This design comes from an exercise in tuning for small area and a short achievable clock period on the open sky130 flow, not from production work. RTL that was checked went through simulation tests only; none was proved equivalent to the original. Power figures rest on the tool's default switching activity, not on a simulated workload.

==> inputs of job 9067 <==
Design adder_32bit, start of the top module:
module adder_32bit(
    input clk,
    input rst,
    input [31:0] i_a,
    input [31:0] i_b,
    input i_vld,
    output [31:0] o_res,
    output reg o_res_vld,
    output overflow
);
==> module CompareAndShift32Bit, before the edit <==
module CompareAndShift32Bit (
    input  [30:0] a,
    input  [30:0] b,
    output        a_ge_b,
    output [7:0]  exp_x,
    output [22:0] frac_x,
    output [23:0] man_x,
    output [23:0] al_man_y
);
    wire [7:0] ea = a[30:23];
    wire [7:0] eb = b[30:23];
    wire [7:0] ep = ~(ea ^ eb);
    wire [7:0] eg = ea & ~eb;
    reg  [7:0] EG, EP;
    integer l, j;
    always @(*) begin
        EG = eg;
        EP = ep;
        for (l = 0; l < 3; l = l + 1)
            for (j = 0; j < 8; j = j + 1)
                if (((j >> l) & 1) == 1) begin
                    EG[j] = EG[j] | (EP[j] & EG[((j >> l) << l) - 1]);
                    EP[j] = EP[j] & EP[((j >> l) << l) - 1];
                end
    end
    wire exp_gt = EG[7];
    wire exp_eq = EP[7];
    reg [22:0] gg, tt;
    integer s, i;
    always @(*) begin
        gg = a[22:0] & ~b[22:0];
        tt = a[22:0] | ~b[22:0];
        for (s = 1; s < 23; s = s * 2)
            for (i = 2*s - 1; i < 23; i = i + 2*s) begin
                gg[i] = gg[i] | (tt[i] & gg[i-s]);
                tt[i] = tt[i] & tt[i-s];
            end
        gg[22] = gg[22] | (tt[22] & (gg[21] | (tt[21] & (gg[19] | (tt[19] & gg[15])))));
        tt[22] = tt[22] & tt[21] & tt[19] & tt[15];
    end
    wire frac_ge = gg[22] | tt[22];
    assign a_ge_b = exp_gt | (exp_eq & frac_ge);
    assign exp_x  = a_ge_b ? ea : eb;
    assign frac_x = a_ge_b ? a[22:0] : b[22:0];
    assign man_x  = {exp_x != 8'd0, frac_x};
    wire [7:0]  shift = ep ^ (exp_gt ? {EG[6:0] | EP[6:0], 1'b1} : ~{EG[6:0], 1'b0});
    wire [22:0] frac_y = a_ge_b ? b[22:0] : a[22:0];
    wire        hid_y  = a_ge_b ? (eb != 8'd0) : (ea != 8'd0);
    wire [23:0] man_y  = {hid_y, frac_y};
    wire [23:0] s0 = shift[0] ? {1'b0,  man_y[23:1]} : man_y;
    wire [23:0] s1 = shift[1] ? {2'b0,  s0[23:2]}    : s0;
    wire [23:0] s2 = shift[2] ? {4'b0,  s1[23:4]}    : s1;
    wire [23:0] s3 = shift[3] ? {8'b0,  s2[23:8]}    : s2;
    wire [23:0] s4 = shift[4] ? {16'b0, s3[23:16]}   : s3;
    assign al_man_y = (shift[7:5] != 3'd0) ? 24'd0 : s4;
endmodule
==> module Addition32Bit, before the edit <==
module Addition32Bit (
    input         sub,
    input  [23:0] x,
    input  [23:0] y,
    output [24:0] res
);
    wire [23:0] xs = x ^ {24{sub}};
    wire [23:0] p  = xs ^ y;
    wire [23:0] g  = (x & {24{~sub}} & y) | (x & {24{sub}} & ~y);
    reg  [23:0] G, P;
    integer s, i;
    always @(*) begin
        G = {g[23:1], g[0] | (p[0] & sub)};
        P = p;
        for (s = 1; s < 24; s = s * 2)
            for (i = 2*s - 1; i < 24; i = i + 2*s) begin
                G[i] = G[i] | (P[i] & G[i-s]);
                P[i] = P[i] & P[i-s];
            end
        for (s = 8; s >= 1; s = s / 2)
            for (i = 3*s - 1; i < 24; i = i + 2*s) begin
                G[i] = G[i] | (P[i] & G[i-s]);
                P[i] = P[i] & P[i-s];
            end
    end
    assign res[23:0] = p ^ {G[22:0], sub};
    assign res[24]   = G[23] & ~sub;
endmodule
==> module adder_32bit, before the edit <==
module adder_32bit(
    input clk,
    input rst,
    input [31:0] i_a,
    input [31:0] i_b,
    input i_vld,
    output [31:0] o_res,
    output reg o_res_vld,
    output overflow
);
wire sign_a = i_a[31];
wire sign_b = i_b[31];
wire        a_ge_b;
wire [7:0]  exp_x;
wire [22:0] frac_x;
wire [23:0] man_x, al_man_y;
wire [24:0] res;
CompareAndShift32Bit u_CompareAndShift32Bit (
    .a(i_a[30:0]),
    .b(i_b[30:0]),
    .a_ge_b(a_ge_b),
    .exp_x(exp_x),
    .frac_x(frac_x),
    .man_x(man_x),
    .al_man_y(al_man_y)
);
Addition32Bit u_Addition32Bit (
    .sub(sign_a ^ sign_b),
    .x(man_x),
    .y(al_man_y),
    .res(res)
);
wire exp_a_max = &i_a[30:23];
wire exp_b_max = &i_b[30:23];
wire special   = exp_a_max | exp_b_max;
wire nan_res   = (|frac_x) | (exp_a_max & exp_b_max & (sign_a ^ sign_b));
wire x_zero    = (exp_x == 8'd0) & (frac_x == 23'd0);
wire sign_res  = a_ge_b ? (sign_a & ~x_zero) : sign_b;
reg [24:0] r_res;
reg [7:0]  r_exp;
reg        r_sign, r_nan;
always @(posedge clk or posedge rst) begin
    if (rst) begin
        r_res <= 25'b0;
        r_exp <= 8'b0;
        r_sign <= 1'b0;
        r_nan <= 1'b0;
        o_res_vld <= 1'b0;
    end else begin
        r_res <= res;
        r_exp <= exp_x;
        r_sign <= sign_res & ~(special & nan_res);
        r_nan <= special & nan_res;
        o_res_vld <= i_vld;
    end
end
wire        r_special = &r_exp;
wire [22:0] man_res;
wire [7:0]  exp_res;
wire        operation_overflow;
Normalization32Bit u_Normalization32Bit (
    .res(r_res),
    .exp_base(r_exp),
    .man_res(man_res),
    .exp_res(exp_res),
    .overflow(operation_overflow)
);
assign o_res[31]    = r_sign;
assign o_res[30:23] = exp_res | {8{r_special}};
assign o_res[22]    = r_special ? r_nan : man_res[22];
assign o_res[21:0]  = man_res[21:0] & {22{~r_special}};
assign overflow     = r_special | operation_overflow;
endmodule
==> module Normalization32Bit, before the edit <==
module Normalization32Bit (
    input  [24:0] res,
    input  [7:0]  exp_base,
    output [22:0] man_res,
    output [7:0]  exp_res,
    output        overflow
);
    wire [7:0] e = exp_base + 8'd1;
    wire [31:0] r = {res, 7'h7f};
    wire z16 = (r[31:16] == 16'd0);
    wire [15:0] q1 = z16 ? r[15:0] : r[31:16];
    wire z8 = (q1[15:8] == 8'd0);
    wire [7:0] q2 = z8 ? q1[7:0] : q1[15:8];
    wire z4 = (q2[7:4] == 4'd0);
    wire [3:0] q3 = z4 ? q2[3:0] : q2[7:4];
    wire z2 = (q3[3:2] == 2'd0);
    wire [1:0] q4 = z2 ? q3[1:0] : q3[3:2];
    wire z1 = ~q4[1];
    wire [4:0] lz = {z16, z8, z4, z2, z1};
    wire big = e[7:5] != 3'd0;
    wire [4:0] k;
    wire [5:0] lt, gt;  
    assign lt[5] = big;
    assign gt[5] = 1'b0;
    genvar i;
    generate
        for (i = 4; i >= 0; i = i - 1) begin : g_min
            assign k[i] = gt[i+1] ? e[i] : (lt[i+1] ? lz[i] : (lz[i] & e[i]));
            assign lt[i] = lt[i+1] | (~gt[i+1] & ~lz[i] & e[i]);
            assign gt[i] = gt[i+1] | (~lt[i+1] & lz[i] & ~e[i]);
        end
    endgenerate
    wire [24:0] n = res << k;
    assign exp_res = n[24] ? e - {3'd0, k} : 8'd0;
    assign man_res = n[23:1];
    assign overflow = (exp_base == 8'd254) & res[24];
endmodule
clock: 40.0 ns
lec_check: 0
abc_area: 1
cap_margin: 20
core_margin: 2
core_utilization: 40
cts_buf_list: sky130_fd_sc_hd__clkbuf_2 sky130_fd_sc_hd__clkbuf_4
place_density: 0.75
slew_margin: 20
standard.sh (not shown) runs the stock make flow with config.mk's settings and CLKGATE_MAP_FILE= SYNTH_SCRIPT=/design/flow/synth_recipe.tcl, a recipe that flattens the netlist after the stock synthesis.
==> flow/flow/run.sh <==
#!/bin/bash
# The standard ORFS layout with these changes:
#  - ABC's area script without its upsize step (the layout's timing repair
#    sizes the critical paths instead),
#  - plain buf_1 cells as the port buffers,
#  - timing repair aimed at setup slack >= 26.7 ns.
set -euo pipefail
rm -rf scripts_custom
cp -r "$FLOW_HOME/scripts" scripts_custom
printf '%s\n' strash dch 'map -B 0.9' topo 'stime -c' 'buffer -c' 'dnsize -c' > scripts_custom/abc_area.script
bash standard.sh SCRIPTS_DIR="$PWD/scripts_custom" \
    BUFFER_PORTS_ARGS="-buffer_cell sky130_fd_sc_hd__buf_1" \
    SETUP_SLACK_MARGIN=26.7 finish > make_finish.log 2>&1
==> job 5453: changes against job 9067 <==
--- a/flow/design.v
+++ b/flow/design.v
@@ -2,6 +2,7 @@
 module CompareAndShift32Bit (
     input  [30:0] a,
     input  [30:0] b,
+    input         sub,
     output        a_ge_b,
     output [7:0]  exp_x,
     output [22:0] frac_x,
@@ -47,13 +48,14 @@
     wire [7:0]  shift = ep ^ (exp_gt ? {EG[6:0] | EP[6:0], 1'b1} : ~{EG[6:0], 1'b0});
     wire [22:0] frac_y = a_ge_b ? b[22:0] : a[22:0];
     wire        hid_y  = a_ge_b ? (eb != 8'd0) : (ea != 8'd0);
-    wire [23:0] man_y  = {hid_y, frac_y};
-    wire [23:0] s0 = shift[0] ? {1'b0,  man_y[23:1]} : man_y;
-    wire [23:0] s1 = shift[1] ? {2'b0,  s0[23:2]}    : s0;
-    wire [23:0] s2 = shift[2] ? {4'b0,  s1[23:4]}    : s1;
-    wire [23:0] s3 = shift[3] ? {8'b0,  s2[23:8]}    : s2;
-    wire [23:0] s4 = shift[4] ? {16'b0, s3[23:16]}   : s3;
-    assign al_man_y = (shift[7:5] != 3'd0) ? 24'd0 : s4;
+    wire [23:0] man_y  = {hid_y, frac_y} ^ {24{sub}};
+    wire [15:0] f = {16{sub}};
+    wire [23:0] s0 = shift[0] ? {f[0],    man_y[23:1]} : man_y;
+    wire [23:0] s1 = shift[1] ? {f[1:0],  s0[23:2]}    : s0;
+    wire [23:0] s2 = shift[2] ? {f[3:0],  s1[23:4]}    : s1;
+    wire [23:0] s3 = shift[3] ? {f[7:0],  s2[23:8]}    : s2;
+    wire [23:0] s4 = shift[4] ? {f[15:0], s3[23:16]}   : s3;
+    assign al_man_y = (shift[7:5] != 3'd0) ? {24{sub}} : s4;
 endmodule
 `timescale 1ns / 1ps
 module Addition32Bit (
@@ -62,9 +64,8 @@
     input  [23:0] y,
     output [24:0] res
 );
-    wire [23:0] xs = x ^ {24{sub}};
-    wire [23:0] p  = xs ^ y;
-    wire [23:0] g  = (x & {24{~sub}} & y) | (x & {24{sub}} & ~y);
+    wire [23:0] p = x ^ y;
+    wire [23:0] g = x & y;
     reg  [23:0] G, P;
     integer s, i;
     always @(*) begin
@@ -143,6 +144,7 @@
 CompareAndShift32Bit u_CompareAndShift32Bit (
     .a(i_a[30:0]),
     .b(i_b[30:0]),
+    .sub(sign_a ^ sign_b),
     .a_ge_b(a_ge_b),
     .exp_x(exp_x),
     .frac_x(frac_x),
==> flow/flow/run.sh (replaced) <==
#!/bin/bash
# The standard ORFS layout with two changes:
#  - plain buf_1 cells as the port buffers,
#  - timing repair aimed at setup slack >= 28 ns.
set -euo pipefail
bash standard.sh BUFFER_PORTS_ARGS="-buffer_cell sky130_fd_sc_hd__buf_1" \
    SETUP_SLACK_MARGIN=28 finish > make_finish.log 2>&1
--- a/flow/config.mk
+++ b/flow/config.mk
@@ -9,6 +9,4 @@
 export CAP_MARGIN = 20
 export CORE_MARGIN = 2
 export CORE_UTILIZATION = 40
-export CTS_BUF_LIST = sky130_fd_sc_hd__clkbuf_2 sky130_fd_sc_hd__clkbuf_4
-export PLACE_DENSITY = 0.75
 export SLEW_MARGIN = 20
==> job 3760: changes against job 9067 <==
--- a/flow/design.v
+++ b/flow/design.v
@@ -2,6 +2,7 @@
 module CompareAndShift32Bit (
     input  [30:0] a,
     input  [30:0] b,
+    input         sub,
     output        a_ge_b,
     output [7:0]  exp_x,
     output [22:0] frac_x,
@@ -47,13 +48,14 @@
     wire [7:0]  shift = ep ^ (exp_gt ? {EG[6:0] | EP[6:0], 1'b1} : ~{EG[6:0], 1'b0});
     wire [22:0] frac_y = a_ge_b ? b[22:0] : a[22:0];
     wire        hid_y  = a_ge_b ? (eb != 8'd0) : (ea != 8'd0);
-    wire [23:0] man_y  = {hid_y, frac_y};
-    wire [23:0] s0 = shift[0] ? {1'b0,  man_y[23:1]} : man_y;
-    wire [23:0] s1 = shift[1] ? {2'b0,  s0[23:2]}    : s0;
-    wire [23:0] s2 = shift[2] ? {4'b0,  s1[23:4]}    : s1;
-    wire [23:0] s3 = shift[3] ? {8'b0,  s2[23:8]}    : s2;
-    wire [23:0] s4 = shift[4] ? {16'b0, s3[23:16]}   : s3;
-    assign al_man_y = (shift[7:5] != 3'd0) ? 24'd0 : s4;
+    wire [23:0] man_y  = {hid_y, frac_y} ^ {24{sub}};
+    wire [15:0] f = {16{sub}};
+    wire [23:0] s0 = shift[0] ? {f[0],    man_y[23:1]} : man_y;
+    wire [23:0] s1 = shift[1] ? {f[1:0],  s0[23:2]}    : s0;
+    wire [23:0] s2 = shift[2] ? {f[3:0],  s1[23:4]}    : s1;
+    wire [23:0] s3 = shift[3] ? {f[7:0],  s2[23:8]}    : s2;
+    wire [23:0] s4 = shift[4] ? {f[15:0], s3[23:16]}   : s3;
+    assign al_man_y = (shift[7:5] != 3'd0) ? {24{sub}} : s4;
 endmodule
 `timescale 1ns / 1ps
 module Addition32Bit (
@@ -62,9 +64,8 @@
     input  [23:0] y,
     output [24:0] res
 );
-    wire [23:0] xs = x ^ {24{sub}};
-    wire [23:0] p  = xs ^ y;
-    wire [23:0] g  = (x & {24{~sub}} & y) | (x & {24{sub}} & ~y);
+    wire [23:0] p = x ^ y;
+    wire [23:0] g = x & y;
     reg  [23:0] G, P;
     integer s, i;
     always @(*) begin
@@ -87,12 +88,11 @@
 `timescale 1ns / 1ps
 module Normalization32Bit (
     input  [24:0] res,
-    input  [7:0]  exp_base,
+    input  [7:0]  e,
     output [22:0] man_res,
     output [7:0]  exp_res,
     output        overflow
 );
-    wire [7:0] e = exp_base + 8'd1;
     wire [31:0] r = {res, 7'h7f};
     wire z16 = (r[31:16] == 16'd0);
     wire [15:0] q1 = z16 ? r[15:0] : r[31:16];
@@ -120,7 +120,7 @@
     wire [24:0] n = res << k;
     assign exp_res = n[24] ? e - {3'd0, k} : 8'd0;
     assign man_res = n[23:1];
-    assign overflow = (exp_base == 8'd254) & res[24];
+    assign overflow = (e == 8'd255) & res[24];
 endmodule
 `timescale 1ns / 1ps
 module adder_32bit(
@@ -143,6 +143,7 @@
 CompareAndShift32Bit u_CompareAndShift32Bit (
     .a(i_a[30:0]),
     .b(i_b[30:0]),
+    .sub(sign_a ^ sign_b),
     .a_ge_b(a_ge_b),
     .exp_x(exp_x),
     .frac_x(frac_x),
@@ -162,30 +163,31 @@
 wire x_zero    = (exp_x == 8'd0) & (frac_x == 23'd0);
 wire sign_res  = a_ge_b ? (sign_a & ~x_zero) : sign_b;
 reg [24:0] r_res;
-reg [7:0]  r_exp;
-reg        r_sign, r_nan;
+reg [7:0]  r_exp;   
+reg        r_sign, r_special, r_nan;
 always @(posedge clk or posedge rst) begin
     if (rst) begin
         r_res <= 25'b0;
         r_exp <= 8'b0;
         r_sign <= 1'b0;
+        r_special <= 1'b0;
         r_nan <= 1'b0;
         o_res_vld <= 1'b0;
     end else begin
         r_res <= res;
-        r_exp <= exp_x;
+        r_exp <= exp_x + 8'd1;
+        r_special <= special;
         r_sign <= sign_res & ~(special & nan_res);
         r_nan <= special & nan_res;
         o_res_vld <= i_vld;
     end
 end
-wire        r_special = &r_exp;
 wire [22:0] man_res;
 wire [7:0]  exp_res;
 wire        operation_overflow;
 Normalization32Bit u_Normalization32Bit (
     .res(r_res),
-    .exp_base(r_exp),
+    .e(r_exp),
     .man_res(man_res),
     .exp_res(exp_res),
     .overflow(operation_overflow)
==> flow/flow/run.sh (replaced) <==
#!/bin/bash
# The standard ORFS layout with two changes:
#  - plain buf_1 cells as the port buffers,
#  - timing repair aimed at setup slack >= 26 ns.
set -euo pipefail
bash standard.sh BUFFER_PORTS_ARGS="-buffer_cell sky130_fd_sc_hd__buf_1" \
    SETUP_SLACK_MARGIN=26 finish > make_finish.log 2>&1
--- a/flow/config.mk
+++ b/flow/config.mk
@@ -9,6 +9,4 @@
 export CAP_MARGIN = 20
 export CORE_MARGIN = 2
 export CORE_UTILIZATION = 40
-export CTS_BUF_LIST = sky130_fd_sc_hd__clkbuf_2 sky130_fd_sc_hd__clkbuf_4
-export PLACE_DENSITY = 0.75
 export SLEW_MARGIN = 20
==> notes.md <==
| item | job 3760 | job 5453 | job 9067 |
|---|---|---|---|
| Clk pin slew, worst setup/hold paths | 0.05 ns | 0.05 ns | 0.10 ns |
| Status | no timing/DRC/antenna violations | no timing/DRC/antenna violations | no timing/DRC/antenna violations |
| FFs & Latches | 37 | 36 | 36 |
| Buffer and inverter count on the worst path | 8 | 9 | 8 |
| Fraction of the mapped netlist area in adder cells | 0.0976 | 0.101 | 0.122 |
| Sum of routed wire segments on met1 | 11.5 mm | 11.8 mm | 10.3 mm |
| Final critical-path share of the clock period | 0.339 | 0.327 | 0.323 |
| Post-detailed-route via-to-cell ratio | 5.48 | 5.66 | 5.21 |
| Highest ir drop seen on vdd | 22.7 uV | 25.5 uV | 20.1 uV |
| Pre-CTS setup slack | 24.01 ns | 25.25 ns | 25.86 ns |
| Register bit count reported by yosys | 37 | 36 | 36 |
| Fraction of met1 tracks used by global routing | 0.345 | 0.342 | 0.291 |
| Routed WL per cell | 15.8 um | 16.8 um | 13.0 um |
| Post-synthesis cell type count | 47 | 47 | 39 |
| Static Leakage | 4.77 nW | 5.67 nW | 4.45 nW |
| Die boundary height | 143 um | 141 um | 143 um |
| Root buf cell | clkbuf_16 | clkbuf_16 | clkbuf_4 |
| Cells after synthesis | 1,388 | 1,345 | 1,401 |
No functional check of the RTL was part of job 3760.

==> static timing again, ports no longer ideal <==
How much do the figures lean on ideal ports? The routed layouts below were timed once more, with nothing changed but the port constraints. Step 1 (the two cells are an assumption about what drives the block):
set clk [get_ports {clk}]
set_driving_cell -lib_cell sky130_fd_sc_hd__clkbuf_16 $clk
set_driving_cell -lib_cell sky130_fd_sc_hd__buf_2 [delete_from_list [all_inputs] $clk]
Step 2 adds t to the input delays and takes it off the output delays; t is the mean of the earliest and latest rising clock arrival at the registers after step 1. Input paths then give back, and output paths get back, about the clock's delay inside the block. Three values: ideal, step 1, step 2; two values: the first two.
run | t (ns) | setup WS [ns] | hold slack, ns | pins driven straight from the clock port
job 9067 | 0.349 | 27.086 / 27.060 / 26.926 | 7.466 / 7.462 / 7.811 | 1
job 5453 | 0.306 | 26.901 / 26.884 / 26.578 | 7.550 / 7.537 / 7.843 | 1
job 3760 | 0.309 | 26.429 / 26.432 / 26.122 | 7.527 / 7.517 / 7.827 | 1
After both steps setup and hold are still met in every run listed. The setup slack of job 5453, which loses most, moves by -0.017 ns with the drivers and by -0.323 ns with both steps.
